Context: an optimization exercise on an open-source flow, tuned for small area and a short achievable clock period. The choices shown serve that exercise and are no tape-out recipe. RTL that was checked went through simulation tests only; none was proved equivalent to the original. Only the layout flow was run in runs 1 to 4; the RTL was not checked for function there. Power and IR drop assume default switching activity.

`design/flow/flow/run.sh`:
```
#!/bin/bash
# The standard layout (standard.sh), with these changes:
# - clock tree: small clock buffers, no dummy clock loads
# - port buffers: a plain buffer cell, which the repair steps can resize
# Everything make prints goes to flow.log; ORFS keeps each step's own log under orfs/logs.
here=$PWD
bash standard.sh \
  "CTS_ARGS=-sink_clustering_enable -repair_clock_nets -dont_use_dummy_load -sink_clustering_size 18 -sink_clustering_max_diameter 60 -buf_list {sky130_fd_sc_hd__clkbuf_4 sky130_fd_sc_hd__clkbuf_8}" \
  "BUFFER_PORTS_ARGS=-buffer_cell sky130_fd_sc_hd__buf_4" \
  finish > flow.log 2>&1
```
`design/flow/standard.sh`:
```
#!/bin/bash
# synth_recipe.tcl (not shown) runs the flow's synth.tcl, then flattens the netlist and writes it again
# the make line also repeats each setting of config.mk as NAME=value (left out here)
make -C /OpenROAD-flow-scripts/flow DESIGN_CONFIG=/design/flow/config.mk WORK_HOME=/design/flow/orfs CLKGATE_MAP_FILE= SYNTH_SCRIPT=/design/flow/synth_recipe.tcl "${@:-finish}"
```
`design/flow/design.v`:
```
`timescale 1ns / 1ps
module mcu_single_cycle(clk, nClear, instr_in, pc_out, write_back_data);
	input clk, nClear;
	input [15:0] instr_in;
	output [15:0] pc_out;
	output [15:0] write_back_data;
	wire [3:0] op = instr_in[15:12];
	wire [3:0] fa = instr_in[11:8];
	wire [3:0] fb = instr_in[7:4];
	wire [3:0] fc = instr_in[3:0];
	wire [15:0] imm = {{12{fc[3]}}, fc};
	wire is_and  = (op == 4'h0);
	wire is_or   = (op == 4'h1);
	wire is_add  = (op == 4'h2);
	wire is_addi = (op == 4'h3);
	wire is_sub  = (op == 4'h6);
	wire is_slt  = (op == 4'h7);
	wire is_lw   = (op == 4'h8);
	wire is_sw   = (op == 4'hA);
	wire is_bne  = (op == 4'hE);
	wire is_jmp  = (op == 4'hF);
	wire reg_write = is_and | is_or | is_add | is_addi | is_sub | is_slt | is_lw;
	wire [3:0] dst = (is_addi | is_lw) ? fb : fc;
	reg [15:0] rf [0:15];
	reg [15:0] valid;
	wire [15:0] sel_a = valid & (16'd1 << fa);
	wire [15:0] sel_b = valid & (16'd1 << fb);
	reg [15:0] ra, rb;
	integer i;
	always @(*) begin
		ra = 16'd0;
		rb = 16'd0;
		for (i = 0; i < 16; i = i + 1) begin
			ra = ra | ({16{sel_a[i]}} & rf[i]);
			rb = rb | ({16{sel_b[i]}} & rf[i]);
		end
	end
	reg [15:0] dm [0:15];
	reg [15:0] sel_m;
	reg [3:0] t;
	integer j;
	reg [3:0] m_lo;
	reg [3:0] m_hi0, m_hi1;
	reg [1:0] d;
	always @(*) begin
		for (j = 0; j < 4; j = j + 1) begin
			d = j[1:0] - fc[1:0];
			m_lo[j] = (ra[1:0] == d);
			d = j[1:0] - fc[3:2];
			m_hi0[j] = (ra[3:2] == d);
			d = j[1:0] - fc[3:2] - 2'd1;
			m_hi1[j] = (ra[3:2] == d);
		end
		for (j = 0; j < 16; j = j + 1)
			sel_m[j] = m_lo[j % 4] & ((j % 4 < fc[1:0]) ? m_hi1[j / 4] : m_hi0[j / 4]);
	end
	reg [15:0] mdata;
	always @(*) begin
		mdata = 16'd0;
		for (j = 0; j < 16; j = j + 1)
			mdata = mdata | ({16{sel_m[j]}} & dm[j]);
	end
	wire sub = is_sub | is_slt;
	wire [15:0] opb = is_addi ? imm : (sub ? ~rb : rb);
	wire [15:0] sum = ra + opb + {15'd0, sub};
	wire [15:0] wb = ({16{is_lw}} & mdata)
	               | ({16{is_and}} & (ra & rb))
	               | ({16{is_or}} & (ra | rb))
	               | ({16{is_slt}} & {15'd0, sum[15]})
	               | ({16{is_add | is_addi | is_sub}} & sum);
	assign write_back_data = wb;
	reg [15:0] pc;
	assign pc_out = pc;
	wire taken = is_bne & (ra != rb);
	wire [4:0] k = taken ? ({fc[3], fc} + 5'd1) : 5'd1;
	wire [5:0] lo = {1'b0, pc[4:0]} + {1'b0, k};
	wire up = lo[5] & ~k[4];
	wire down = ~lo[5] & k[4];
	reg [10:0] ones, zeros;
	integer h;
	always @(*) begin
		ones[0] = 1'b1;
		zeros[0] = 1'b1;
		for (h = 1; h < 11; h = h + 1) begin
			ones[h] = ones[h-1] & pc[4+h];
			zeros[h] = zeros[h-1] & ~pc[4+h];
		end
	end
	wire [10:0] hi = pc[15:5] ^ (({11{up}} & ones) | ({11{down}} & zeros));
	wire [15:0] pc_add = {hi, lo[4:0]};
	wire [15:0] pc_next = is_jmp ? {pc_add[15:12], instr_in[11:0]} : pc_add;
	always @(posedge clk or negedge nClear)
		if (!nClear) pc <= 16'd0;
		else pc <= pc_next;
	always @(posedge clk or negedge nClear)
		if (!nClear) valid <= 16'd0;
		else if (reg_write) valid[dst] <= 1'b1;
	always @(posedge clk)
		if (reg_write) rf[dst] <= wb;
	integer w;
	always @(posedge clk)
		for (w = 0; w < 16; w = w + 1)
			if (is_sw & sel_m[w]) dm[w] <= rb;
endmodule
```
`design/flow/constraint.sdc`:
```
create_clock -name core_clock -period 16.0 [get_ports {clk}]
set_input_delay 3.2000 -clock core_clock [delete_from_list [all_inputs] [get_ports {clk}]]
set_output_delay 3.2000 -clock core_clock [all_outputs]
set_load 0.01 [all_outputs]
```
`design/flow/config.mk`:
```
export PLATFORM = sky130hd
export DESIGN_NAME = mcu_single_cycle
export DESIGN_NICKNAME = mcu_single_cycle
export VERILOG_FILES = /design/flow/design.v
export SDC_FILE = /design/flow/constraint.sdc
export NUM_CORES = 4
export LEC_CHECK = 0
export CAP_MARGIN = 20
export CORE_MARGIN = 2
export CORE_UTILIZATION = 65
export GPL_TIMING_DRIVEN = 0
export PLACE_DENSITY = 0.75
export SETUP_SLACK_MARGIN = 5
export SLEW_MARGIN = 20
```
==> results of run 1 <==
[sequential cells by signal, indices dropped and copies added (netlist names)]
name   count
dm       256
rf       256
pc        16
valid     16
[what timing repair did]
item / in CTS / in global routing
endpoints found under the hold margin: 0 / 0
pin swaps: 27 / 18
resized for setup: 196 / 55
setup endpoints to repair: 16 / 13
setup buffers: 37 / 18
[synth_stat cells (19+ instances only)]
library cell | count | share of area
a21oi_1 | 27 | 0.0054
a221oi_1 | 59 | 0.021
a222oi_1 | 25 | 0.010
a22o_1 | 42 | 0.015
a22oi_1 | 181 | 0.055
and3_1 | 31 | 0.0078
clkbuf_1 | 73 | 0.011
dfrtp_1 | 32 | 0.032
edfxtp_1 | 512 | 0.62
ha_1 | 60 | 0.030
inv_1 | 47 | 0.0071
mux2i_1 | 26 | 0.010
nand2_1 | 129 | 0.019
nand3_1 | 66 | 0.013
nor2_1 | 107 | 0.016
nor3_1 | 22 | 0.0044
o21ai_0 | 44 | 0.0089
xnor2_1 | 37 | 0.013
xor2_1 | 19 | 0.0067
[cell usage in the layout, fill, tap and decap left out, types with 10 or more instances in the layout]
master,instances
nor2_1,82
clkbuf_8,47
nor2_4,20
nand2_1,128
nand3b_1,13
a21o_1,11
nand4_1,15
nand2b_1,10
o21ai_0,40
buf_4,107
inv_1,47
a22o_1,42
a222oi_1,25
a221oi_1,51
ha_1,60
buf_6,19
clkbuf_1,15
a22oi_1,179
nor3_1,16
buf_2,22
clkbuf_2,15
edfxtp_1,512
nand3_1,65
and3_1,26
clkbuf_4,18
a21oi_1,23
mux2i_1,26
dfrtp_1,32
or4_1,10
xor2_1,19
xnor2_1,36
mux2_2,11
[worst paths after layout]
path                                 startpoint              endpoint  slack (ns)  cells past startpoint
min                            pc[15]$_DFF_PN0_      pc[15]$_DFF_PN0_        0.48                      1
max                                instr_in[10]    write_back_data[0]        4.84                     21
max reg2reg                valid[1]$_DFFE_PN0P_      pc[15]$_DFF_PN0_        9.11                     23
min reg2reg                    pc[15]$_DFF_PN0_      pc[15]$_DFF_PN0_        0.48                      1
max in group asynchronous                nClear  valid[0]$_DFFE_PN0P_       13.19                      1
min in group asynchronous                nClear      pc[13]$_DFF_PN0_        2.49                      1
[area by class of cell]
| cell class | instances | area share |
|---|---|---|
| Sequential cell | 544 | 0.571 |
| Multi-Input combinational cell | 1123 | 0.308 |
| Timing Repair Buffer | 129 | 0.0414 |
| Buffer | 102 | 0.0313 |
| Tap cell | 511 | 0.0226 |
| Clock buffer | 40 | 0.0194 |
| Inverter | 49 | 0.00649 |
[metal layers]
metal / vias to the layer above / routed length, µm
met5: - / 0
met1: 8916 / 30100
met3: 339 / 13300
met2: 1732 / 34300
met4: 0 / 4510
li1: 7546 / -
[worst max-delay path: cells and delay by family]
family                     cells  cell delay, ns
AOI/OAI and AO/OA              8            1.73
adders and majority gates      1            0.27
buffers and inverters          4            0.93
xor gates and xnor gates       1            0.18
and+or+nand+nor                7            1.64
[logic make-up (layout without fill, tap and decap cells)]
| logic type | count (synthesis) | after routing | synth area share |
|---|---|---|---|
| compound gates | 476 | 476 | 0.149 |
| xor+xnor | 64 | 64 | 0.0261 |
| fa+ha+maj | 63 | 63 | 0.0326 |
| buf+inv | 151 | 320 | 0.0263 |
| flops | 544 | 544 | 0.650 |
| mux | 38 | 38 | 0.0159 |
| simple gates | 482 | 482 | 0.100 |
[power breakdown]
part	leakage, nW	internal (mW)	total, mW	switching [mW]
clock	0.288	0.225	0.645	0.420
combinational	4.73	0.336	0.915	0.579
sequential	5.08	1.68	1.75	0.0656
total	10.1	2.25	3.31	1.06
==> impl_metrics.py, run 1 <==
metrics = {
    "worst_setup_path": {
        "slowest_delay_ns": 0.63,
        "worstPathCellList": "buf_4 > clkbuf_4 > nand2b_2 > nor3_1 > clkbuf_4 > a22oi_1 > nand2_1 > or4_4 > ha_1 > or2_2 > a21oi_2 > a31oi_4 > a31o_2 > nor3_2 > o21ai_1 > a21o_1 > a21oi_4 > xnor2_2 > nor4_1 > a2111o_2 > buf_4",
        "critPathRequiredTime_ns": 12.80,
        "arrival_ns": 7.96,
        "cp_slowest_cell": "nor3_1",
        "crit_type": "in2out",
        "worst_setup_path_start_kind": "input pin",
        "cp_max_fo": 10,
        "crit_path_end_kind": "output pin",
    },
    "power_and_ir_drop": {
        "leakage_nw": 10.1,
        "p_per_area_mw_per_mm2": 117,
        "max-vdd-ir-drop_mv": 0.103,
        "power_mw": 3.31,
    },
    "drt": {
        "ant_nets": 0,
        "dr.pass1.iters": 9,
        "drt_wl_total_um": 82200,
        "drtIter0Drc": 3783,
        "drcViolationCount": 0,
        "via_per_inst": 7.42,
        "vias": 18533,
        "post_drt_wl_per_cell_um": 32.9,
    },
    "clocking": {
        "cts_inserted_buffers": 40,
        "cts_sinks": 544,
        "clk_root_buffer_cell": "clkbuf_8",
        "clkSlewWorstSetupHoldPaths_ns": 0.09,
        "clkLatencyLatePin_ns": 0.68,
        "cts_tree": "yes",
        "htree_levels": 2,
        "ctsHoldBuffers": 0,
        "clockBufferDepth": 3,
    },
    "grt": {
        "met2_usage": 0.576,
        "grt_pass1_wl_um": 116000,
        "met3_usage": 0.117,
        "grt_overflow": 0,
        "groute.usage.overall": 0.414,
        "busiest_layer": "met1",
        "met1_usage": 0.607,
        "antenna_found_initial": 1,
        "grt_max_degree": 33,
        "grt_pass1_vias": 17191,
    },
    "place": {
        "placed_area_mm2": 0.0264,
        "io_buffers": 46,
        "dp_hpwl_um": 53500,
        "gp_congestion": 0.981,
        "place_inst": 2403,
        "dpl_worst_slack_ns": 3.34,
    },
    "layout": {
        "seqCellArea_mm2": 0.0162,
        "antenna_cells": 0,
        "fin_area_mm2": 0.0283,
        "fin_util": 0.752,
        "drive_gt1_frac": 0.203,
        "syn2layout_area_growth_pct": 13.9,
        "fillers": 2458,
        "multi_input_area_mm2": 0.00873,
        "final_cells": 2498,
        "final_nets": 2070,
    },
    "timing": {
        "timing.final.crit_share": 0.697,
        "setup_violations": 0,
        "setup_tns_ns": 0,
        "rsz0062_at_grt": "true",
        "max-slew-margin-rel": 0.294,
        "tightest_slew_ns": 1.06,
        "whs_ns": 0.480,
        "post-route-min-period_ns": 11.16,
        "finClkSkew_ns": 0.125,
        "fmax_mhz": 89.6,
        "layout_setup_ws_ns": 4.84,
        "final_max_slew_viol_count": 0,
        "hold_violations": 0,
    },
    "yosys": {
        "ys_seq_area_frac": 0.650,
        "ys_ff_latch": 544,
        "syn-num-nets": 1899,
        "ys.flop_type": "edfxtp_1",
        "ys_warn_count": 2,
        "async_reset_ff_frac": 0.0588,
        "synth.distinct_cells": 86,
        "synth.avg_cell_area_um2": 13.7,
        "syn_inst": 1818,
        "synth-edff-count": 512,
        "netlist_area_mm2": 0.0249,
    },
    "outcome": {
        "outcome": "no timing/DRC/antenna violations",
    },
    "die": {
        "dieArea_mm2": 0.0398,
        "top_level_ports": 50,
        "coreArea_mm2": 0.0377,
        "die_h_um": 200,
        "core.rowCount": 71,
        "die_w_um": 200,
        "initial_core_util": 0.660,
    },
    "flow_run": {
        "drv_cap": 0,
    },
    "worst_hold_path": {
        "min_path_type": "reg2reg",
    },
}
==> run 2, diff against run 1 <==
--- a/design/flow/design.v
+++ b/design/flow/design.v
@@ -65,5 +65,7 @@
 	wire [15:0] sum = ra + opb + {15'd0, sub};
+	wire [15:0] gen = ra & opb;
+	wire [15:0] prop = ra ^ opb;
 	wire [15:0] wb = ({16{is_lw}} & mdata)
-	               | ({16{is_and}} & (ra & rb))
-	               | ({16{is_or}} & (ra | rb))
+	               | ({16{is_and}} & gen)
+	               | ({16{is_or}} & (gen | prop))
 	               | ({16{is_slt}} & {15'd0, sum[15]})
@@ -73,3 +75,3 @@
 	assign pc_out = pc;
-	wire taken = is_bne & (ra != rb);
+	wire taken = is_bne & (|prop);
 	wire [4:0] k = taken ? ({fc[3], fc} + 5'd1) : 5'd1;
--- a/design/flow/config.mk
+++ b/design/flow/config.mk
@@ -10,3 +10,2 @@
 export CORE_UTILIZATION = 65
-export GPL_TIMING_DRIVEN = 0
 export PLACE_DENSITY = 0.75
==> run 2 against run 1 <==
Power decreased by 4.1%. Highest routed layer unchanged. Clock power decreased by 0.9%. First-iteration DRC count decreased by 14%. Die area down 0.43%. Wire length shrank 5.0%. Critical path depth increased by 4. Synthesized area decreased by 0.44%. Sequential power about the same. Largest power group unchanged. Synthesized cell count down 0.22%.
==> impl_metrics.py, run 2 <==
metrics = {
    "outcome": {
        "outcome": "no timing/DRC/antenna violations",
    },
    "yosys": {
        "ys_seq_area_frac": 0.653,
        "syn-num-nets": 1881,
        "ys_ff_latch": 544,
        "synth_top_area_cell": "edfxtp_1",
        "synth.distinct_cells": 84,
        "synth-edff-count": 512,
        "synth_area_leaders": "edfxtp_1 62%, a22oi_1 6.3%, dfrtp_1 3.2%",
        "yosysTopAreaCellShare": 0.621,
        "ys.flop_type": "edfxtp_1",
        "ys_warn_count": 2,
        "netlist_area_mm2": 0.0248,
        "async_reset_ff_frac": 0.0588,
        "post-synth-top-count-cell": "edfxtp_1",
        "synth.avg_cell_area_um2": 13.7,
        "syn_inst": 1814,
        "synth_commonest_cells": "512 x edfxtp_1, 209 x a22oi_1, 116 x nor2_1",
    },
    "place": {
        "dpl_worst_slack_ns": 3.41,
        "dp_hpwl_um": 47000,
        "placed_area_mm2": 0.0259,
        "place_inst": 2345,
        "io_buffers": 49,
        "gp_congestion": 0.980,
    },
    "grt": {
        "grt_pass1_wl_um": 111000,
        "antenna_found_initial": 0,
        "grt_max_degree": 56,
        "grt_pass1_vias": 17384,
        "grt_overflow": 0,
        "groute.usage.overall": 0.393,
    },
    "worst_setup_path": {
        "critPathRequiredTime_ns": 12.80,
        "cp_max_fo": 16,
        "crit_path_end_kind": "output pin",
        "cp_slowest_cell": "and3_4",
        "cpMostUsedCell": "a221oi_2",
        "worst_setup_path_start_kind": "input pin",
        "worstRegToRegCells": 30,
        "arrival_ns": 7.91,
        "slowest_delay_ns": 0.48,
        "crit_type": "in2out",
    },
    "drt": {
        "ant_nets": 0,
        "drt_wl_total_um": 78100,
        "via_per_inst": 7.43,
        "post_drt_wl_per_cell_um": 31.8,
        "drtIter0Drc": 3264,
        "drcViolationCount": 0,
        "vias": 18229,
        "dr.pass1.iters": 10,
    },
    "power_and_ir_drop": {
        "seqPwrFrac": 0.548,
        "power_switching_mw": 0.968,
        "power_frac_clock": 0.201,
        "switching_share": 0.305,
        "p_int_mw": 2.21,
        "leakage_nw": 9.66,
        "comb_power_share": 0.251,
        "max-vdd-ir-drop_mv": 0.0853,
        "p_per_area_mw_per_mm2": 116,
    },
    "timing": {
        "max-slew-margin-rel": 0.270,
        "hold_violations": 0,
        "fmax_mhz": 90.0,
        "setup_violations": 0,
        "timing.final.crit_share": 0.694,
        "finClkSkew_ns": 0.0706,
        "layout_setup_ws_ns": 4.89,
        "final_max_slew_viol_count": 0,
        "tightest_slew_ns": 1.10,
        "post-route-min-period_ns": 11.11,
        "rsz0062_at_grt": "true",
        "setup_tns_ns": 0,
    },
    "die": {
        "dieArea_mm2": 0.0397,
        "die_h_um": 199,
        "top_level_ports": 50,
        "core.rowCount": 71,
        "initial_core_util": 0.659,
        "die_w_um": 199,
        "coreArea_mm2": 0.0376,
    },
    "clocking": {
        "clockBufferDepth": 3,
        "htree_levels": 2,
        "cts_tree": "yes",
        "cts_inserted_buffers": 40,
        "clkSlewWorstSetupHoldPaths_ns": 0.09,
        "cts_sinks": 544,
        "clkLatencyLatePin_ns": 0.65,
        "clk_root_buffer_cell": "clkbuf_8",
        "ctsHoldBuffers": 0,
    },
    "flow_run": {
        "drv_cap": 0,
    },
    "layout": {
        "fin_area_mm2": 0.0274,
        "antenna_cells": 0,
        "mostFrequentLayoutCell": "edfxtp_1",
        "drive_gt1_frac": 0.182,
        "fin_util": 0.729,
        "fillers": 2479,
        "most-common-layout-cells": "512 x edfxtp_1, 209 x a22oi_1, 176 x buf_4, 106 x nand2_1, 98 x nor2_1",
        "top_regs": "dm (256), rf (256)",
        "final_cells": 2455,
        "final_nets": 2013,
        "syn2layout_area_growth_pct": 10.6,
    },
    "worst_hold_path": {
        "holdPathStages": 1,
        "min_path_type": "reg2reg",
    },
}
==> run 2: cell families (layout without fill, tap and decap cells) <==
family,count (synthesis),after routing,share of synthesized area
mux,10,10,0.00409
flops,544,544,0.653
compound gates,502,502,0.159
buf+inv,176,306,0.0320
xor+xnor,60,60,0.0252
fa+ha+maj,49,49,0.0257
simple gates,473,473,0.101
==> run 2: repair_timing <==
action | CTS | global route
resized for setup | 52 | 41
setup buffers | 29 | 41
pin swaps | 22 | 38
setup endpoints to repair | 16 | 14
hold endpoints to repair | 0 | 0
==> run 2: final timing paths <==
kind	to	slack, ns	start
setup / recovery	write_back_data[6]	4.89	instr_in[6]
max in group asynchronous	pc[0]$_DFF_PN0_	13.12	nClear
min in group asynchronous	valid[4]$_DFFE_PN0P_	2.52	nClear
setup reg to reg	pc[15]$_DFF_PN0_	8.88	valid[3]$_DFFE_PN0P_
hold reg to reg	pc[15]$_DFF_PN0_	0.49	pc[15]$_DFF_PN0_
hold / removal	pc[15]$_DFF_PN0_	0.49	pc[15]$_DFF_PN0_
==> run 2: per-layer routing <==
| layer | vias up | part of all wire | track usage |
|---|---|---|---|
| li1 | 7429 | - | - |
| met3 | 471 | 0.14 | 0.101 |
| met4 | 0 | 0.070 | 0.224 |
| met1 | 8705 | 0.34 | 0.503 |
| met5 | - | 0 | 0 |
| met2 | 1624 | 0.45 | 0.614 |
==> run 2: final cells by class <==
type | count | area [µm²] | share of cell area
multi-input cells | 1094 | 8190 | 0.299
repair buffers | 194 | 1560 | 0.0569
inverters | 72 | 273 | 0.00996
well taps | 511 | 639 | 0.0233
flip-flops and latches | 544 | 16200 | 0.591
clock buffers | 40 | 551 | 0.0201
==> run 2: worst max-delay path, delay by kind of cell <==
family | cells | cell delay (ns)
AND/OR/NAND/NOR | 9 | 1.72
AO/OA/AOI/OAI | 8 | 1.61
buffers and inverters | 5 | 0.64
adder cells (fa/ha/maj) | 2 | 0.60
XOR/XNOR | 1 | 0.10
==> run 2: through the flow <==
stage / power (mW) / hold WS [ns]
after CTS: 3.11 / 0.493
final: 3.18 / 0.491
after global routing: 3.27 / 0.509
after global placement: 2.45 / 0.459
after detailed placement: 2.47 / 0.474
after floorplan: 2.20 / 0.458
==> run 2: power by group through the flow <==
stage	Clock [mW]	Sequential, mW	Combinational (mW)
after global routing	0.683	1.74	0.847
final	0.639	1.74	0.796
after CTS	0.640	1.73	0.740
after global placement	0	1.77	0.681
after floorplan	0	1.75	0.452
after detailed placement	0	1.77	0.701
==> run 3, diff against run 2 <==
--- a/design/flow/design.v
+++ b/design/flow/design.v
@@ -65,7 +65,5 @@
 	wire [15:0] sum = ra + opb + {15'd0, sub};
-	wire [15:0] gen = ra & opb;
-	wire [15:0] prop = ra ^ opb;
 	wire [15:0] wb = ({16{is_lw}} & mdata)
-	               | ({16{is_and}} & gen)
-	               | ({16{is_or}} & (gen | prop))
+	               | ({16{is_and}} & (ra & rb))
+	               | ({16{is_or}} & (ra | rb))
 	               | ({16{is_slt}} & {15'd0, sum[15]})
@@ -75,3 +73,3 @@
 	assign pc_out = pc;
-	wire taken = is_bne & (|prop);
+	wire taken = is_bne & (ra != rb);
 	wire [4:0] k = taken ? ({fc[3], fc} + 5'd1) : 5'd1;
--- a/design/flow/flow/run.sh
+++ b/design/flow/flow/run.sh
@@ -8,3 +8,3 @@
   "CTS_ARGS=-sink_clustering_enable -repair_clock_nets -dont_use_dummy_load -sink_clustering_size 18 -sink_clustering_max_diameter 60 -buf_list {sky130_fd_sc_hd__clkbuf_4 sky130_fd_sc_hd__clkbuf_8}" \
-  "BUFFER_PORTS_ARGS=-buffer_cell sky130_fd_sc_hd__buf_4" \
+  "BUFFER_PORTS_ARGS=-buffer_cell sky130_fd_sc_hd__buf_2" \
   finish > flow.log 2>&1
--- a/design/flow/config.mk
+++ b/design/flow/config.mk
@@ -9,5 +9,6 @@
 export CORE_MARGIN = 2
-export CORE_UTILIZATION = 65
-export PLACE_DENSITY = 0.75
+export CORE_UTILIZATION = 70
+export PLACE_DENSITY = 0.8
 export SETUP_SLACK_MARGIN = 5
 export SLEW_MARGIN = 20
+export TNS_END_PERCENT = 0
==> run 3 against run 2 <==
Worst setup slack gained 0.037 ns. Still clean on timing, DRC and antenna. Non-clock buffer count shrank 41. Power grew 1.3%. Combinational power grew 4.5%. Worst hold slack lost 0.024 ns. Sequential share of layout area grew 0.82 points. Wire length shrank 1.5%.
==> impl_metrics.py, run 3 <==
metrics = {
    "yosys": {
        "syn_inst": 1818,
        "ys_ff_latch": 544,
        "post-synth-top-count-cell": "edfxtp_1",
        "syn-num-nets": 1899,
        "synth-edff-count": 512,
        "synth_top_area_cell": "edfxtp_1",
        "yosysTopAreaCellShare": 0.618,
        "ys_seq_area_frac": 0.650,
        "synth_area_leaders": "edfxtp_1 62%, a22oi_1 5.5%, dfrtp_1 3.2%",
        "synth.avg_cell_area_um2": 13.7,
        "ys.flop_type": "edfxtp_1",
        "ys_warn_count": 2,
        "netlist_area_mm2": 0.0249,
        "synth.distinct_cells": 86,
        "synth_commonest_cells": "512 x edfxtp_1, 181 x a22oi_1, 129 x nand2_1",
        "async_reset_ff_frac": 0.0588,
    },
    "worst_setup_path": {
        "slowest_delay_ns": 0.57,
        "worst_setup_path_start_kind": "input pin",
        "worstPathCellList": "buf_2 > nor2b_1 > and3_1 > buf_6 > a22o_1 > a221oi_2 > nand3_1 > nor2_4 > xor2_1 > nor2_1 > a21oi_2 > ha_1 > nor2b_1 > o2111ai_2 > a31oi_2 > a31o_2 > nor3_4 > o21ai_2 > a21o_1 > a21oi_2 > xnor2_2 > nor4_1 > a2111o_2 > buf_4",
        "arrival_ns": 7.87,
        "critPathRequiredTime_ns": 12.80,
        "cp_slowest_cell": "a2111o_2",
        "cp_max_fo": 16,
        "crit_type": "in2out",
        "crit_path_end_kind": "output pin",
    },
    "drt": {
        "post_drt_wl_per_cell_um": 32.5,
        "dr.pass1.iters": 9,
        "vias": 18074,
        "ant_nets": 0,
        "drcViolationCount": 0,
        "via_per_inst": 7.63,
        "drtIter0Drc": 3020,
        "drt_wl_total_um": 76900,
    },
    "power_and_ir_drop": {
        "leakage_nw": 9.59,
        "seqPwrFrac": 0.545,
        "p_int_mw": 2.20,
        "switching_share": 0.317,
        "max-vdd-ir-drop_mv": 0.0999,
        "power_mw": 3.22,
        "p_per_area_mw_per_mm2": 119,
        "power_switching_mw": 1.02,
        "power_frac_clock": 0.196,
        "comb_power_share": 0.259,
    },
    "clocking": {
        "ctsHoldBuffers": 0,
        "clkSlewWorstSetupHoldPaths_ns": 0.10,
        "clockBufferDepth": 3,
        "cts_sinks": 544,
        "clk_root_buffer_cell": "clkbuf_8",
        "htree_levels": 2,
        "cts_inserted_buffers": 39,
        "clkLatencyLatePin_ns": 0.65,
        "cts_tree": "yes",
    },
    "layout": {
        "fin_area_mm2": 0.0270,
        "fin_util": 0.765,
        "seqCellArea_mm2": 0.0162,
        "multi_input_area_mm2": 0.00845,
        "mostFrequentLayoutCell": "edfxtp_1",
        "syn2layout_area_growth_pct": 8.61,
        "antenna_cells": 0,
        "fillers": 2162,
        "top_regs": "dm (256), rf (256)",
        "most-common-layout-cells": "512 x edfxtp_1, 181 x a22oi_1, 129 x nand2_1, 94 x buf_4, 83 x nor2_1",
        "drive_gt1_frac": 0.167,
        "final_cells": 2369,
        "final_nets": 1991,
    },
    "die": {
        "coreArea_mm2": 0.0353,
        "die_h_um": 193,
        "initial_core_util": 0.704,
        "dieArea_mm2": 0.0371,
        "top_level_ports": 50,
        "die_w_um": 193,
        "core.rowCount": 69,
    },
    "flow_run": {
        "drv_cap": 0,
    },
    "place": {
        "gp_congestion": 0.985,
        "io_buffers": 49,
        "place_inst": 2303,
        "dp_hpwl_um": 48200,
        "dpl_worst_slack_ns": 3.82,
        "placed_area_mm2": 0.0260,
    },
    "timing": {
        "finClkSkew_ns": 0.0721,
        "hold_violations": 0,
        "layout_setup_ws_ns": 4.93,
        "fmax_mhz": 90.3,
        "tightest_slew_ns": 1.09,
        "setup_tns_ns": 0,
        "final_max_slew_viol_count": 0,
        "whs_ns": 0.467,
        "setup_violations": 0,
        "max-slew-margin-rel": 0.277,
        "post-route-min-period_ns": 11.07,
        "timing.final.crit_share": 0.692,
        "rsz0062_at_grt": "true",
    },
    "grt": {
        "grt_overflow": 0,
        "groute.usage.overall": 0.415,
        "grt_max_degree": 46,
        "grt_pass1_wl_um": 110000,
        "grt_pass1_vias": 17241,
        "antenna_found_initial": 0,
    },
    "outcome": {
        "outcome": "no timing/DRC/antenna violations",
    },
    "worst_hold_path": {
        "min_path_type": "reg2reg",
    },
}
-- run 3: cell count changes after synthesis, moves of 7 or more --
cell | before | now
a221oi_1 | 69 | 59
and2_1 | 14 | 7
nor2_1 | 116 | 107
nand2_1 | 107 | 129
nand3_1 | 79 | 66
a22oi_1 | 209 | 181
ha_1 | 46 | 60
mux2_2 | 1 | 11
o21ai_0 | 31 | 44
mux2i_1 | 9 | 26
inv_1 | 68 | 47
-- run 3: area by class of cell --
class | count | share of cell area
Clock buffer | 39 | 0.0199
Inverter | 49 | 0.00681
Multi-Input combinational cell | 1123 | 0.313
Tap cell | 461 | 0.0214
Sequential cell | 544 | 0.599
Timing Repair Buffer | 153 | 0.0404
-- run 3: final timing paths --
path / startpoint / to / slack (ns) / cells past startpoint
worst max register to register: valid[1]$_DFFE_PN0P_ / pc[15]$_DFF_PN0_ / 9.18 / 23
worst min-delay path: pc[15]$_DFF_PN0_ / pc[15]$_DFF_PN0_ / 0.47 / 1
worst min register to register: pc[15]$_DFF_PN0_ / pc[15]$_DFF_PN0_ / 0.47 / 1
min in group asynchronous: nClear / pc[1]$_DFF_PN0_ / 2.62 / 1
max in group asynchronous: nClear / valid[10]$_DFFE_PN0P_ / 12.89 / 1
worst max-delay path: instr_in[6] / write_back_data[0] / 4.93 / 24
-- run 3: kinds of logic after synthesis --
kind of cell    after synthesis  synth area share
compound gates              476             0.149
mux                          38            0.0159
fa+ha+maj                    63            0.0326
simple gates                482             0.100
xor+xnor                     64            0.0261
flops                       544             0.650
buf+inv                     151            0.0263
-- run 3: what timing repair did --
| action | in CTS | in global routing |
|---|---|---|
| gates resized for setup | 15 | 63 |
| endpoints found under the hold margin | 0 | 0 |
| setup endpoints to repair | 16 | 16 |
| pin swaps | 5 | 20 |
| buffers inserted | 3 | 24 |
-- run 3: layer usage --
metal	GRT usage	part of all wire	vias up
met2	0.645	0.45	1675
met5	0	0	-
met3	0.126	0.14	400
met4	0.213	0.063	0
li1	-	-	7369
met1	0.531	0.34	8630
-- run 3: critical path: cells and delay by family --
family                     cells  cell delay (ns)
adders and majority gates      1             0.31
xor gates and xnor gates       2             0.33
and+or+nand+nor                8             1.29
AOI/OAI and AO/OA             10             2.07
buffers and inverters          3             0.65
-- run 3: power groups by stage --
stage | Sequential [mW] | Clock (mW) | Combinational (mW)
after floorplan | 1.76 | 0 | 0.470
after global placement | 1.78 | 0 | 0.721
after detailed placement | 1.78 | 0 | 0.746
after CTS | 1.75 | 0.631 | 0.756
after global routing | 1.76 | 0.674 | 0.879
final | 1.75 | 0.630 | 0.832
==> run 4, diff against run 3 <==
--- a/design/flow/design.v
+++ b/design/flow/design.v
@@ -63,4 +63,5 @@
 	wire sub = is_sub | is_slt;
-	wire [15:0] opb = is_addi ? imm : (sub ? ~rb : rb);
-	wire [15:0] sum = ra + opb + {15'd0, sub};
+	wire [15:0] add_res = ra + (is_addi ? imm : rb);
+	wire [15:0] sub_res = ra - rb;
+	wire [15:0] sum = sub ? sub_res : add_res;
 	wire [15:0] wb = ({16{is_lw}} & mdata)
==> run 4 against run 3 <==
Sequential share of layout area fell by 2.3 points. Worst setup slack improved by 0.023 ns. Worst hold slack improved by 0.017 ns. Wire length rose by 8.2%. Non-clock buffer count rose by 5. Die area rose by 2.4%. Final area rose by 3.9%. Register-to-register slack got worse by 0.36 ns. Power rose by 6.3%. First-iteration DRC count rose by 29%.
==> impl_metrics.py, run 4 <==
metrics = {
    "yosys": {
        "synth.avg_cell_area_um2": 13.1,
        "ys_warn_count": 2,
        "syn-num-nets": 2036,
        "netlist_area_mm2": 0.0255,
        "synth.distinct_cells": 85,
        "yosysTopAreaCellShare": 0.603,
        "synth_top_area_cell": "edfxtp_1",
        "syn_inst": 1939,
        "async_reset_ff_frac": 0.0588,
        "synth_area_leaders": "edfxtp_1 60%, a22oi_1 6.3%, ha_1 3.7%",
        "ys_seq_area_frac": 0.635,
        "ys_ff_latch": 544,
        "synth-edff-count": 512,
        "ys.flop_type": "edfxtp_1",
        "synth_commonest_cells": "512 x edfxtp_1, 213 x a22oi_1, 146 x nand2_1",
        "post-synth-top-count-cell": "edfxtp_1",
    },
    "layout": {
        "most-common-layout-cells": "512 x edfxtp_1, 213 x a22oi_1, 145 x nand2_1, 104 x buf_4, 73 x nor2_1",
        "mostFrequentLayoutCell": "edfxtp_1",
        "syn2layout_area_growth_pct": 10.2,
        "final_cells": 2496,
        "fin_area_mm2": 0.0281,
        "drive_gt1_frac": 0.188,
        "antenna_cells": 0,
        "fin_util": 0.785,
        "final_nets": 2134,
        "top_regs": "dm (256), rf (256)",
    },
    "timing": {
        "tightest_slew_ns": 1.11,
        "setup_tns_ns": 0,
        "fmax_mhz": 90.5,
        "rsz0062_at_grt": "true",
        "layout_setup_ws_ns": 4.95,
        "hold_violations": 0,
        "final_max_slew_viol_count": 0,
        "whs_ns": 0.484,
        "finClkSkew_ns": 0.0588,
        "max-slew-margin-rel": 0.258,
        "post-route-min-period_ns": 11.05,
        "setup_violations": 0,
        "timing.final.crit_share": 0.690,
    },
    "die": {
        "top_level_ports": 50,
        "dieArea_mm2": 0.0379,
        "die_h_um": 195,
        "initial_core_util": 0.713,
        "core.rowCount": 69,
        "die_w_um": 195,
        "coreArea_mm2": 0.0357,
    },
    "place": {
        "dp_hpwl_um": 52100,
        "io_buffers": 49,
        "gp_congestion": 1.02,
        "placed_area_mm2": 0.0265,
        "place_inst": 2414,
        "dpl_worst_slack_ns": 3.54,
    },
    "clocking": {
        "clkSlewWorstSetupHoldPaths_ns": 0.09,
        "clockBufferDepth": 3,
        "ctsHoldBuffers": 0,
        "cts_sinks": 544,
        "cts_tree": "yes",
        "clkLatencyLatePin_ns": 0.66,
        "htree_levels": 2,
        "clk_root_buffer_cell": "clkbuf_8",
        "cts_inserted_buffers": 41,
    },
    "worst_setup_path": {
        "reg2reg_slack_ns": 8.82,
        "crit_start": "instr_in[6]",
        "crit_type": "in2out",
        "cp_max_fo": 18,
        "worst_setup_path_start_kind": "input pin",
        "crit_path_end_kind": "output pin",
        "r2r-end": "pc[15]$_DFF_PN0_",
        "critPathRequiredTime_ns": 12.80,
        "critical_path.reg2reg.startpoint": "valid[10]$_DFFE_PN0P_",
        "arrival_ns": 7.85,
        "worstRegToRegCells": 28,
    },
    "worst_hold_path": {
        "min_path_type": "reg2reg",
        "min-delay-start": "pc[15]$_DFF_PN0_",
        "min_to": "pc[15]$_DFF_PN0_",
        "holdPathStages": 1,
    },
    "drt": {
        "post_drt_wl_per_cell_um": 33.4,
        "drcViolationCount": 0,
        "ant_nets": 0,
        "drt_wl_total_um": 83300,
        "dr.pass1.iters": 10,
        "drtIter0Drc": 3881,
        "via_per_inst": 7.87,
        "vias": 19633,
    },
    "flow_run": {
        "drv_cap": 0,
    },
    "outcome": {
        "outcome": "no timing/DRC/antenna violations",
    },
    "power_and_ir_drop": {
        "p_per_area_mw_per_mm2": 122,
        "max-vdd-ir-drop_mv": 0.129,
        "power_mw": 3.42,
        "leakage_nw": 9.91,
    },
    "grt": {
        "grt_pass1_wl_um": 119000,
        "groute.usage.overall": 0.432,
        "grt_max_degree": 34,
        "grt_pass1_vias": 18510,
        "grt_overflow": 0,
        "antenna_found_initial": 0,
    },
}
## run 4: changes by cell type after synthesis, moves of 10 or more
cell      before  now
a22oi_1      181  213
a21oi_1       27   61
o21bai_1       8   21
mux2i_1       26    9
ha_1          60   76
inv_1         47   72
a221oi_1      59   47
nand2_1      129  146
o21ai_0       44   34
## run 4: how the worst max path moves through the flow
stage	end	depth (start not counted)
6_report	write_back_data[4]	24
5_1_grt	write_back_data[4]	24
4_1_cts	write_back_data[0]	23
3_5_place_dp	write_back_data[14]	19
3_3_place_gp	write_back_data[14]	19
2_1_floorplan	write_back_data[14]	22
## run 4: final cells by class
cell class | count | area, µm²
Sequential cell | 544 | 16200
Multi-Input combinational cell | 1218 | 9320
Fill cell | 2103 | 7670
Timing Repair Buffer | 158 | 1120
Tap cell | 461 | 577
Clock buffer | 41 | 564
Inverter | 74 | 309
## run 4: power by group
part / switching (mW) / leakage, nW / internal [mW] / total (mW)
Clock: 0.420 / 0.295 / 0.230 / 0.650
Sequential: 0.0682 / 5.08 / 1.68 / 1.75
Combinational: 0.647 / 4.54 / 0.374 / 1.02
## run 4: worst max-delay path: stages
cell and delay, ns:
buf_4 0.16, nor2b_2 0.19, and3_4 0.19, buf_12 0.16, a22o_1 0.25, a221oi_2 0.20, nand3_1 0.16, nor3_4 0.33
buf_6 0.16, inv_4 0.08, ha_2 0.21, fa_2 0.40, o21bai_1 0.23, a21oi_2 0.13, xnor2_1 0.15, nor2_1 0.07
a21oi_2 0.19, o221ai_2 0.16, a21oi_2 0.19, nand3_2 0.15, a2111oi_4 0.43, a21oi_2 0.10, buf_6 0.17, buf_2 0.15
## run 4: routing by layer
| metal | up-vias | global-route usage | part of all wire |
|---|---|---|---|
| met5 | - | 0 | 0 |
| met4 | 0 | 0.204 | 0.063 |
| met3 | 474 | 0.121 | 0.16 |
| met2 | 2023 | 0.633 | 0.43 |
| met1 | 9287 | 0.607 | 0.35 |
| li1 | 7849 | - | - |
## run 4: logic make-up after synthesis
group	count (synthesis)	share of synthesized area
compound gates	551	0.165
flops	544	0.635
simple gates	513	0.104
buf+inv	177	0.0285
fa+ha+maj	79	0.0397
xor+xnor	56	0.0207
mux	19	0.00796
## run 4: repair_timing
item / in CTS / in global routing
hold endpoints to repair: 0 / 0
buffers inserted: 13 / 27
cloned: 0 / 1
resized for setup: 65 / 112
pin swaps: 7 / 38
endpoints found under the setup margin: 16 / 16
==> run 5, diff against run 4 <==
--- a/design/flow/design.v
+++ b/design/flow/design.v
@@ -41,17 +41,7 @@
 	integer j;
-	reg [3:0] m_lo;
-	reg [3:0] m_hi0, m_hi1;
-	reg [1:0] d;
-	always @(*) begin
-		for (j = 0; j < 4; j = j + 1) begin
-			d = j[1:0] - fc[1:0];
-			m_lo[j] = (ra[1:0] == d);
-			d = j[1:0] - fc[3:2];
-			m_hi0[j] = (ra[3:2] == d);
-			d = j[1:0] - fc[3:2] - 2'd1;
-			m_hi1[j] = (ra[3:2] == d);
+	always @(*)
+		for (j = 0; j < 16; j = j + 1) begin
+			t = j[3:0] - fc;
+			sel_m[j] = (ra[3:0] == t);
 		end
-		for (j = 0; j < 16; j = j + 1)
-			sel_m[j] = m_lo[j % 4] & ((j % 4 < fc[1:0]) ? m_hi1[j / 4] : m_hi0[j / 4]);
-	end
 	reg [15:0] mdata;
@@ -63,5 +53,4 @@
 	wire sub = is_sub | is_slt;
-	wire [15:0] add_res = ra + (is_addi ? imm : rb);
-	wire [15:0] sub_res = ra - rb;
-	wire [15:0] sum = sub ? sub_res : add_res;
+	wire [15:0] opb = is_addi ? imm : (sub ? ~rb : rb);
+	wire [15:0] sum = ra + opb + {15'd0, sub};
 	wire [15:0] wb = ({16{is_lw}} & mdata)
@@ -77,15 +66,5 @@
 	wire [5:0] lo = {1'b0, pc[4:0]} + {1'b0, k};
-	wire up = lo[5] & ~k[4];
-	wire down = ~lo[5] & k[4];
-	reg [10:0] ones, zeros;
-	integer h;
-	always @(*) begin
-		ones[0] = 1'b1;
-		zeros[0] = 1'b1;
-		for (h = 1; h < 11; h = h + 1) begin
-			ones[h] = ones[h-1] & pc[4+h];
-			zeros[h] = zeros[h-1] & ~pc[4+h];
-		end
-	end
-	wire [10:0] hi = pc[15:5] ^ (({11{up}} & ones) | ({11{down}} & zeros));
+	wire [10:0] hi_inc = pc[15:5] + 11'd1;
+	wire [10:0] hi_dec = pc[15:5] - 11'd1;
+	wire [10:0] hi = (lo[5] & ~k[4]) ? hi_inc : ((~lo[5] & k[4]) ? hi_dec : pc[15:5]);
 	wire [15:0] pc_add = {hi, lo[4:0]};
--- a/design/flow/config.mk
+++ b/design/flow/config.mk
@@ -9,3 +9,3 @@
 export CORE_MARGIN = 2
-export CORE_UTILIZATION = 70
+export CORE_UTILIZATION = 72
 export PLACE_DENSITY = 0.8
@@ -13,2 +13 @@
 export SLEW_MARGIN = 20
-export TNS_END_PERCENT = 0
==> run 5 against run 4 <==
Critical path type unchanged. Critical path depth up 2. Register-to-register slack worse by 0.26 ns. Flip-flop and latch count unchanged. Synthesized area down 2.1%. Largest power group unchanged. Via count down 6.7%. Cell count down 4.7%. Non-clock buffer count down 4. Fmax up 1.5%. Synthesized cell count down 5.7%. Power down 5.1%. Die area down 4.7%.
==> impl_metrics.py, run 5 <==
metrics = {
    "clocking": {
        "cts_inserted_buffers": 38,
        "clkSlewWorstSetupHoldPaths_ns": 0.12,
        "clockBufferDepth": 3,
        "cts_tree": "yes",
        "clkLatencyLatePin_ns": 0.61,
        "htree_levels": 2,
        "cts_sinks": 544,
        "clk_root_buffer_cell": "clkbuf_8",
        "ctsHoldBuffers": 0,
    },
    "power_and_ir_drop": {
        "p_per_area_mw_per_mm2": 120,
        "power_switching_mw": 1.03,
        "power_frac_clock": 0.190,
        "switching_share": 0.317,
        "power_mw": 3.24,
        "max-vdd-ir-drop_mv": 0.0865,
        "leakage_nw": 9.69,
        "seqPwrFrac": 0.534,
        "p_int_mw": 2.22,
        "comb_power_share": 0.275,
    },
    "yosys": {
        "post-synth-top-count-cell": "edfxtp_1",
        "synth.avg_cell_area_um2": 13.6,
        "synth_area_leaders": "edfxtp_1 62%, a22oi_1 7.5%, ha_1 3.7%",
        "netlist_area_mm2": 0.0249,
        "ys_warn_count": 2,
        "ys_seq_area_frac": 0.648,
        "yosysTopAreaCellShare": 0.616,
        "syn_inst": 1828,
        "syn-num-nets": 1924,
        "ys.flop_type": "edfxtp_1",
        "synth-edff-count": 512,
        "synth_commonest_cells": "512 x edfxtp_1, 248 x a22oi_1, 101 x nand2_1",
        "synth_top_area_cell": "edfxtp_1",
        "synth.distinct_cells": 77,
        "ys_ff_latch": 544,
        "async_reset_ff_frac": 0.0588,
    },
    "place": {
        "dp_hpwl_um": 48900,
        "io_buffers": 49,
        "gp_congestion": 1.03,
    },
    "layout": {
        "antenna_cells": 0,
        "drive_gt1_frac": 0.166,
        "final_nets": 2022,
        "syn2layout_area_growth_pct": 8.60,
        "most-common-layout-cells": "512 x edfxtp_1, 248 x a22oi_1, 100 x nand2_1, 93 x buf_4",
        "fillers": 1923,
        "multi_input_area_mm2": 0.00842,
        "mostFrequentLayoutCell": "edfxtp_1",
        "seqCellArea_mm2": 0.0162,
        "top_regs": "dm (256), rf (256)",
    },
    "worst_hold_path": {
        "min_path_type": "reg2reg",
    },
    "drt": {
        "met1Wirelength_um": 26200,
        "dr_wl_met3_um": 11400,
        "dr.pass1.iters": 9,
        "ant_nets": 0,
        "via_per_inst": 7.70,
        "top_layer_used": "met4",
        "vias": 18322,
        "met2_length_um": 35100,
        "drt_wl_total_um": 78100,
        "post_drt_wl_per_cell_um": 32.8,
        "drtIter0Drc": 3298,
        "drcViolationCount": 0,
    },
    "timing": {
        "fmax_mhz": 91.8,
        "tightest_slew_ns": 1.05,
        "hold_violations": 0,
        "timing.final.crit_share": 0.681,
        "setup_tns_ns": 0,
        "setup_violations": 0,
        "rsz0062_at_grt": "true",
        "final_max_slew_viol_count": 0,
        "finClkSkew_ns": 0.0746,
        "max-slew-margin-rel": 0.301,
        "whs_ns": 0.480,
        "post-route-min-period_ns": 10.89,
    },
    "die": {
        "core.rowCount": 68,
        "die_w_um": 190,
        "initial_core_util": 0.726,
        "dieArea_mm2": 0.0362,
        "top_level_ports": 50,
        "coreArea_mm2": 0.0344,
        "die_h_um": 190,
    },
    "grt": {
        "antenna_found_initial": 0,
        "groute.usage.overall": 0.436,
        "grt_pass1_wl_um": 113000,
        "grt_max_degree": 33,
        "grt_overflow": 0,
        "grt_pass1_vias": 17628,
    },
    "worst_setup_path": {
        "critPathRequiredTime_ns": 12.80,
        "cp_max_fo": 8,
        "worst_setup_path_start_kind": "input pin",
        "arrival_ns": 7.69,
        "crit_path_end_kind": "output pin",
        "crit_type": "in2out",
    },
    "flow_run": {
        "drv_cap": 0,
    },
    "outcome": {
        "outcome": "no timing/DRC/antenna violations",
    },
}
-- run 5: changes by cell type after synthesis, moves of 10 or more --
cell,delta
nand2_1,-45
a22oi_1,+35
nor3_1,+24
a21oi_1,-20
clkbuf_1,-16
a31oi_1,-13
and2_1,-13
xnor2_1,+12
a222oi_1,-11
nand3_1,-11
and4_1,-10
nor2_1,-10
o21bai_1,-10
-- run 5: power by group through the flow --
stage          Clock (mW)  Combinational, mW  Sequential, mW
6_report            0.617              0.894            1.73
4_1_cts             0.611              0.838            1.73
3_5_place_dp            0              0.797            1.76
2_1_floorplan           0              0.518            1.75
5_1_grt             0.661              0.948            1.74
3_3_place_gp            0              0.769            1.76
-- run 5: timing repair --
action	4_1_cts	5_1_grt
resized for setup	41	48
pin swaps	14	25
endpoints found under the setup margin	16	16
buffers inserted	22	17
-- run 5: critical path: stages --
cell and delay, ns:
clkbuf_4 0.16, and2_4 0.18, and4_4 0.19, buf_12 0.13, a22o_1 0.23, a221oi_2 0.17
nand3_1 0.15, nor2_4 0.19, xnor2_1 0.08, nor2_1 0.14, a21oi_1 0.08, fa_2 0.44
fa_2 0.38, nor2b_2 0.14, o21ai_0 0.09, nand2b_1 0.10, a21o_1 0.14, a21oi_2 0.08
o21ai_2 0.16, a41oi_2 0.15, a211o_1 0.32, o21ai_2 0.16, xnor2_1 0.08, o211ai_1 0.22
buf_6 0.17, buf_2 0.13
-- run 5: logic make-up after synthesis --
kind of cell | after synthesis | share of synthesized area
AO/OA/AOI/OAI | 510 | 0.153
buffers and inverters | 171 | 0.0301
AND/OR/NAND/NOR | 445 | 0.0947
flip-flops | 544 | 0.648
XOR/XNOR | 67 | 0.0274
adder cells (fa/ha/maj) | 78 | 0.0403
multiplexers | 13 | 0.00567
-- run 5: worst paths after layout --
| check | end | slack, ns | cells past startpoint | start |
|---|---|---|---|---|
| max | write_back_data[14] | 5.11 | 26 | instr_in[7] |
| min | pc[15]$_DFFE_PN0P_ | 0.48 | 1 | pc[15]$_DFFE_PN0P_ |
| max reg2reg | pc[15]$_DFFE_PN0P_ | 8.56 | 31 | valid[8]$_DFFE_PN0P_ |
| min reg2reg | pc[15]$_DFFE_PN0P_ | 0.48 | 1 | pc[15]$_DFFE_PN0P_ |
| max in group asynchronous | valid[10]$_DFFE_PN0P_ | 12.77 | 1 | nClear |
| min in group asynchronous | valid[1]$_DFFE_PN0P_ | 2.66 | 1 | nClear |
-- run 5: metrics by stage --
step	utilization	cells	worst slack (ns)	cell area [µm²]
2_1_floorplan	-	1828	5.05	25000
3_3_place_gp	0.754	2301	4.45	25900
3_5_place_dp	0.754	2301	4.27	25900
4_1_cts	0.778	2361	4.96	26700
5_1_grt	0.788	2379	4.95	27100
6_report	0.788	2379	5.11	27100
-- run 5: routing by layer --
layer	up-vias	track usage
li1	7373	-
met2	1778	0.666
met1	8756	0.576
met3	415	0.116
met5	-	0
met4	0	0.241
-- run 5: layout make-up --
cell class | instances | area share
clock buffer | 38 | 0.0193
inverter | 75 | 0.0104
tap | 455 | 0.0210
sequential | 544 | 0.597
timing repair buffer | 154 | 0.0415
multi-input combinational | 1113 | 0.311
==> run 6, diff against run 5 <==
--- a/design/flow/config.mk
+++ b/design/flow/config.mk
@@ -9,5 +9,6 @@
 export CORE_MARGIN = 2
-export CORE_UTILIZATION = 72
-export PLACE_DENSITY = 0.8
+export CORE_UTILIZATION = 78
+export PLACE_DENSITY = 0.85
 export SETUP_SLACK_MARGIN = 5
 export SLEW_MARGIN = 20
+export TNS_END_PERCENT = 0
==> run 6 against run 5 <==
Now fails the layout checks on slew limit. Cell count fell by 1.7%. Via count is 12% higher. Combinational power grew 17%. Final area is 0.42% higher. Fmax down 13%. Flip-flop and latch count did not move. First-iteration DRC count up 59%. Worst setup slack lost 1.7 ns. Die area decreased by 7.5%. Clock skew increased by 0.0089 ns. Critical path type unchanged. Largest cell class unchanged.
==> impl_metrics.py, run 6 <==
metrics = {
    "die": {
        "initial_core_util": 0.791,
        "coreArea_mm2": 0.0316,
        "top_level_ports": 50,
        "die_h_um": 183,
        "die_w_um": 183,
        "core.rowCount": 65,
        "dieArea_mm2": 0.0334,
    },
    "timing": {
        "fmax_mhz": 79.5,
        "rsz0062_at_grt": "true",
        "hold_violations": 0,
        "whs_ns": 0.473,
        "setup_tns_ns": 0,
        "max-slew-margin-rel": -0.325,
        "timing.final.crit_share": 0.786,
        "finClkSkew_ns": 0.0835,
        "setup_violations": 0,
        "tightest_slew_ns": 1.99,
        "layout_setup_ws_ns": 3.43,
        "final_max_slew_viol_count": 1,
        "post-route-min-period_ns": 12.57,
    },
    "yosys": {
        "synth_area_leaders": "edfxtp_1 62%, a22oi_1 7.5%, ha_1 3.7%",
        "ys_ff_latch": 544,
        "synth.distinct_cells": 77,
        "synth_commonest_cells": "512 x edfxtp_1, 248 x a22oi_1, 101 x nand2_1",
        "syn-num-nets": 1924,
        "syn_inst": 1828,
        "ys.flop_type": "edfxtp_1",
        "yosysTopAreaCellShare": 0.616,
        "ys_seq_area_frac": 0.648,
        "synth.avg_cell_area_um2": 13.6,
        "async_reset_ff_frac": 0.0588,
        "netlist_area_mm2": 0.0249,
        "ys_warn_count": 2,
        "synth-edff-count": 512,
        "post-synth-top-count-cell": "edfxtp_1",
        "synth_top_area_cell": "edfxtp_1",
    },
    "worst_hold_path": {
        "min_path_type": "reg2reg",
    },
    "power_and_ir_drop": {
        "p_per_area_mw_per_mm2": 127,
        "power_mw": 3.46,
        "max-vdd-ir-drop_mv": 0.129,
        "leakage_nw": 9.80,
    },
    "grt": {
        "groute.usage.overall": 0.520,
        "grt_overflow": 0,
        "antenna_found_initial": 12,
        "grt_pass1_wl_um": 124000,
        "grt_pass1_vias": 18844,
        "grt_max_degree": 33,
    },
    "drt": {
        "dr_wl_met3_um": 17500,
        "dr.pass1.iters": 13,
        "vias": 20491,
        "drtIter0Drc": 5234,
        "drt_wl_total_um": 92300,
        "top_layer_used": "met5",
        "met1Wirelength_um": 26300,
        "met2_length_um": 38400,
        "post_drt_wl_per_cell_um": 39.5,
        "via_per_inst": 8.76,
        "ant_nets": 0,
        "drcViolationCount": 0,
    },
    "worst_setup_path": {
        "crit_type": "in2out",
        "crit_path_end_kind": "output pin",
        "critPathRequiredTime_ns": 12.80,
        "arrival_ns": 9.37,
        "worst_setup_path_start_kind": "input pin",
        "cp_max_fo": 17,
    },
    "clocking": {
        "cts_inserted_buffers": 42,
        "clkLatencyLatePin_ns": 0.65,
        "cts_tree": "yes",
        "clk_root_buffer_cell": "clkbuf_8",
        "htree_levels": 2,
        "ctsHoldBuffers": 0,
        "clockBufferDepth": 3,
        "clkSlewWorstSetupHoldPaths_ns": 0.12,
        "cts_sinks": 544,
    },
    "place": {
        "dp_hpwl_um": 48800,
        "dpl_worst_slack_ns": 3.78,
        "io_buffers": 49,
        "gp_congestion": 1.02,
    },
    "layout": {
        "fin_util": 0.862,
        "most-common-layout-cells": "512 x edfxtp_1, 248 x a22oi_1, 100 x nand2_1, 96 x buf_4",
        "syn2layout_area_growth_pct": 9.06,
        "top_regs": "dm (256), rf (256)",
        "drive_gt1_frac": 0.173,
        "final_nets": 2029,
        "mostFrequentLayoutCell": "edfxtp_1",
    },
    "outcome": {
        "failed_checks": "slew limit",
        "outcome": "complete, but fails checks",
    },
    "flow_run": {
        "drv_cap": 0,
    },
}
## run 6: changes by cell type in the layout (fill, tap and decap cells not counted), sizes merged
cell / delta
clkbuf: +4
buf: +3
diode: +5
## run 6: final timing paths
kind / cells after the start / slack [ns] / end / from
worst max-delay path: 13 / 3.43 / write_back_data[12] / instr_in[10]
worst min-delay path: 1 / 0.47 / pc[15]$_DFFE_PN0P_ / pc[15]$_DFFE_PN0P_
worst max register to register: 30 / 7.29 / pc[15]$_DFFE_PN0P_ / valid[5]$_DFFE_PN0P_
worst min register to register: 1 / 0.47 / pc[15]$_DFFE_PN0P_ / pc[15]$_DFFE_PN0P_
max in group asynchronous: 1 / 12.83 / pc[9]$_DFFE_PN0P_ / nClear
min in group asynchronous: 1 / 2.62 / pc[12]$_DFFE_PN0P_ / nClear
## run 6: final cells by class
type / instances / area [µm²]
multi-input cells: 1113 / 8470
repair buffers: 157 / 1190
inverters: 75 / 282
flip-flops and latches: 544 / 16200
well taps: 402 / 503
fillers: 1362 / 4350
diodes: 5 / 12.5
clock buffers: 42 / 578
## run 6: cells by family (layout without fill, tap and decap cells)
kind of cell	after synthesis	in the layout	synth area share
muxes	13	13	0.00567
buffers and inverters	171	274	0.0301
xor gates and xnor gates	67	67	0.0274
other	0	5	0
adders and majority gates	78	78	0.0403
and+or+nand+nor	445	445	0.0947
DFF	544	544	0.648
AOI/OAI and AO/OA	510	510	0.153
## run 6: metal layers
layer / GRT usage / vias to the layer above
met5: 0.0104 / -
met4: 0.356 / 18
met3: 0.212 / 939
met2: 0.771 / 2828
met1: 0.630 / 9308
li1: - / 7398
## run 6: critical path: stages
cell and delay, ns:
clkbuf_4 0.21, or2_4 0.35, nor2_4 0.62, a2111oi_0 0.28, and4_4 0.27, xnor2_1 0.96
nor4_4 0.18, buf_4 0.30, a222oi_1 1.62, and3_1 0.55, nand4_1 0.32, a21o_4 0.32
buf_2 0.13
## run 6: where the power goes
group | internal [mW] | switching (mW) | total, mW
registers | 1.68 | 0.0563 | 1.74
logic | 0.326 | 0.722 | 1.05
clock network | 0.236 | 0.441 | 0.678
## run 6: what timing repair did
item,CTS,global route
pin swaps,14,36
buffers inserted,17,24
setup endpoints to repair,16,16
gates resized for setup,35,76
## run 6: metrics by stage
stage | cell area (µm²) | std cells
final | 27200 | 2338
after floorplan | 25000 | 1828
after global placement | 25800 | 2249
after detailed placement | 25800 | 2249
after global routing | 27200 | 2334
after CTS | 26700 | 2308
==> run 7, diff against run 6 <==
--- a/design/flow/config.mk
+++ b/design/flow/config.mk
@@ -9,4 +9,4 @@
 export CORE_MARGIN = 2
-export CORE_UTILIZATION = 78
-export PLACE_DENSITY = 0.85
+export CORE_UTILIZATION = 60
+export PLACE_DENSITY = 0.7
 export SETUP_SLACK_MARGIN = 5
==> run 7 against run 6 <==
The run now finishes clean. Sequential share of layout area up 0.46 points. Final area down 0.77%. Via count down 14%. Worst setup slack better by 1.6 ns. Wire length down 13%. Critical path depth up 12. Clock skew down 0.0024 ns. First-iteration DRC count down 47%. Clock power down 5.0%. Synthesized cell count unchanged. Worst hold slack better by 0.010 ns.
==> impl_metrics.py, run 7 <==
metrics = {
    "yosys": {
        "synth-adder-area-share": 0.0403,
        "async_reset_ff_frac": 0.0588,
        "synth_xor_area_frac": 0.0274,
        "synth_commonest_cells": "512 x edfxtp_1, 248 x a22oi_1, 101 x nand2_1",
        "synth_top_area_cell": "edfxtp_1",
        "synth-edff-count": 512,
        "synth_simple_gate_area_frac": 0.0947,
        "post-synth-top-count-cell": "edfxtp_1",
        "synth.distinct_cells": 77,
        "muxShareOfSynthArea": 0.00567,
        "yosysTopAreaCellShare": 0.616,
        "syn_inst": 1828,
        "ys_warn_count": 2,
        "ys_ff_latch": 544,
        "synth_area_leaders": "edfxtp_1 62%, a22oi_1 7.5%, ha_1 3.7%",
        "synth_top_family_by_area": "compound AO/OA/AOI/OAI gates",
        "synth-compound-area-share": 0.153,
        "syn-num-nets": 1924,
        "netlist_area_mm2": 0.0249,
        "ys_seq_area_frac": 0.648,
        "synth.avg_cell_area_um2": 13.6,
        "ys.flop_type": "edfxtp_1",
    },
    "layout": {
        "syn2layout_area_growth_pct": 8.22,
        "drive_gt1_frac": 0.150,
        "top_regs": "dm (256), rf (256)",
        "mostFrequentLayoutCell": "edfxtp_1",
        "final_cells": 2439,
        "final_nets": 2004,
        "most-common-layout-cells": "512 x edfxtp_1, 248 x a22oi_1, 100 x nand2_1, 76 x buf_4",
    },
    "worst_hold_path": {
        "min-delay-start": "pc[15]$_DFFE_PN0P_",
        "min_to": "pc[15]$_DFFE_PN0P_",
        "holdPathStages": 1,
        "min_path_type": "reg2reg",
    },
    "power_and_ir_drop": {
        "power_mw": 3.25,
        "p_per_area_mw_per_mm2": 120,
        "max-vdd-ir-drop_mv": 0.0847,
        "leakage_nw": 9.58,
    },
    "clocking": {
        "clkLatencyLatePin_ns": 0.66,
        "htree_levels": 2,
        "clk_root_buffer_cell": "clkbuf_8",
        "cts_tree": "yes",
        "ctsHoldBuffers": 0,
        "clkSlewWorstSetupHoldPaths_ns": 0.09,
        "cts_sinks": 544,
        "cts_inserted_buffers": 41,
        "clockBufferDepth": 3,
    },
    "drt": {
        "drcViolationCount": 0,
        "drt_wl_total_um": 80000,
        "vias": 17624,
        "via_per_inst": 7.23,
        "dr.pass1.iters": 8,
        "post_drt_wl_per_cell_um": 32.8,
        "ant_nets": 0,
        "drtIter0Drc": 2758,
    },
    "die": {
        "die_w_um": 208,
        "dieArea_mm2": 0.0432,
        "top_level_ports": 50,
        "coreArea_mm2": 0.0409,
        "core.rowCount": 74,
        "die_h_um": 208,
        "initial_core_util": 0.610,
    },
    "place": {
        "gp_congestion": 0.981,
        "place_inst": 2374,
        "io_buffers": 49,
        "dp_hpwl_um": 49300,
    },
    "timing": {
        "fmax_mhz": 91.0,
        "max-slew-margin-rel": 0.317,
        "hold_violations": 0,
        "final_max_slew_viol_count": 0,
        "setup_tns_ns": 0,
        "timing.final.crit_share": 0.687,
        "tightest_slew_ns": 1.02,
        "setup_violations": 0,
        "rsz0062_at_grt": "true",
        "finClkSkew_ns": 0.0811,
        "post-route-min-period_ns": 10.99,
    },
    "grt": {
        "antenna_found_initial": 1,
        "grt_pass1_vias": 17099,
        "grt_overflow": 0,
        "groute.usage.overall": 0.367,
        "grt_pass1_wl_um": 115000,
        "grt_max_degree": 33,
    },
    "worst_setup_path": {
        "r2r-end": "pc[15]$_DFFE_PN0P_",
        "reg2reg_slack_ns": 8.22,
        "worst_setup_path_start_kind": "input pin",
        "worstRegToRegCells": 31,
        "arrival_ns": 7.79,
        "critical_path.reg2reg.startpoint": "valid[5]$_DFFE_PN0P_",
        "cp_max_fo": 16,
        "critPathRequiredTime_ns": 12.80,
        "crit_path_end_kind": "output pin",
        "crit_type": "in2out",
    },
    "outcome": {
        "outcome": "no timing/DRC/antenna violations",
    },
    "flow_run": {
        "drv_cap": 0,
    },
}
run 7: cell type report:
type / count / area (µm²)
tap: 532 / 666
multi-input combinational: 1113 / 8370
inverter: 75 / 282
clock buffer: 41 / 564
sequential: 544 / 16200
fill: 2992 / 13900
antenna: 1 / 2.50
timing repair buffer: 133 / 943
run 7: repair_timing:
action,4_1_cts,5_1_grt
hold endpoints to repair,0,0
pin swaps,16,21
endpoints found under the setup margin,16,16
buffers inserted,20,3
resized for setup,32,26
run 7: kinds of logic (layout without fill, tap and decap cells):
family | count (synthesis) | after routing
compound gates | 510 | 510
xor+xnor | 67 | 67
fa+ha+maj | 78 | 78
buf+inv | 171 | 249
flops | 544 | 544
mux | 13 | 13
other cells | 0 | 1
simple gates | 445 | 445
run 7: report_power, final:
group | switching [mW] | internal, mW | total [mW]
Combinational | 0.569 | 0.305 | 0.874
Clock | 0.414 | 0.231 | 0.644
Sequential | 0.0541 | 1.68 | 1.74
Total | 1.04 | 2.22 | 3.25
run 7: worst max-delay path by stage:
stage	startpoint	endpoint	cells after the start
after floorplan	instr_in[6]	write_back_data[14]	25
after global placement	instr_in[7]	write_back_data[14]	24
after detailed placement	instr_in[7]	write_back_data[14]	24
after CTS	instr_in[4]	write_back_data[0]	25
after global routing	instr_in[4]	write_back_data[15]	25
final	instr_in[4]	write_back_data[15]	25
run 7: metal layers:
metal | vias up | track usage | part of all wire
met3 | 296 | 0.0863 | 0.12
met2 | 1373 | 0.572 | 0.46
met1 | 8616 | 0.499 | 0.37
met4 | 0 | 0.161 | 0.051
met5 | - | 0 | 0
li1 | 7339 | - | -
run 7: worst max-delay path, stage by stage:
cell and delay (ns):
clkbuf_4 0.16, nor2b_1 0.18, and3_1 0.20, buf_6 0.19
a22o_1 0.25, a221oi_1 0.21, nand3_1 0.17, nor2_4 0.22
xnor2_1 0.14, nor2_1 0.06, a21o_1 0.17, ha_1 0.29
nor2b_1 0.24, o21ai_2 0.12, a21boi_2 0.26, nor4_4 0.07
o311ai_2 0.28, a21o_1 0.18, a21oi_2 0.07, o21ai_2 0.19
a31oi_1 0.13, xnor2_1 0.30, o211ai_1 0.17, buf_6 0.17
buf_2 0.13
run 7: stage by stage:
stage	hold WS, ns	instance area (µm²)	setup slack [ns]	util
2_1_floorplan	0.433	25000	5.00	-
3_3_place_gp	0.453	26000	3.87	0.636
3_5_place_dp	0.465	26000	3.73	0.636
4_1_cts	0.488	26900	4.96	0.656
5_1_grt	0.505	27000	4.82	0.660
6_report	0.483	27000	5.01	0.660

what the ideal ports hide:
In the flow no input, the clock included, has a driving cell. The finished layouts below were timed again as built, in two steps.
Step 1 sets driving cells, clkbuf_16 on the clock port and buf_2 on the other inputs (assumed; they add their load-dependent delay and slew).
Step 2, shift: input delay + t, output delay - t, t = (earliest + latest rising clock arrival at the registers) / 2. This alone moves slack from input paths to output paths.
a / b / c = ideal / step 1 / step 2; a / b = the first two.
| run | t (ns) | setup slack, ns | hold WS [ns] | worst register clock-pin slew, ns | pins driven straight from the clock port |
|---|---|---|---|---|---|
| run 1 | 0.673 | 4.843 / 4.809 / 4.809 | 0.480 / 0.480 / 0.480 | 0.11 / 0.11 | 1 |
| run 2 | 0.665 | 4.893 / 4.846 / 4.846 | 0.491 / 0.491 / 0.491 | 0.11 / 0.11 | 1 |
| run 3 | 0.667 | 4.929 / 4.903 / 4.903 | 0.467 / 0.467 / 0.467 | 0.11 / 0.11 | 1 |
| run 4 | 0.681 | 4.952 / 4.922 / 4.922 | 0.484 / 0.484 / 0.484 | 0.11 / 0.11 | 1 |
| run 5 | 0.621 | 5.112 / 5.083 / 5.083 | 0.480 / 0.480 / 0.480 | 0.12 / 0.12 | 1 |
| run 6 | 0.657 | 3.427 / 3.405 / 3.405 | 0.473 / 0.473 / 0.473 | 0.12 / 0.12 | 1 |
| run 7 | 0.674 | 5.014 / 4.991 / 4.991 | 0.483 / 0.483 / 0.483 | 0.11 / 0.11 | 1 |
For run 2, which loses most, drivers alone change the setup slack by -0.047 ns; drivers and shift together by -0.047 ns.
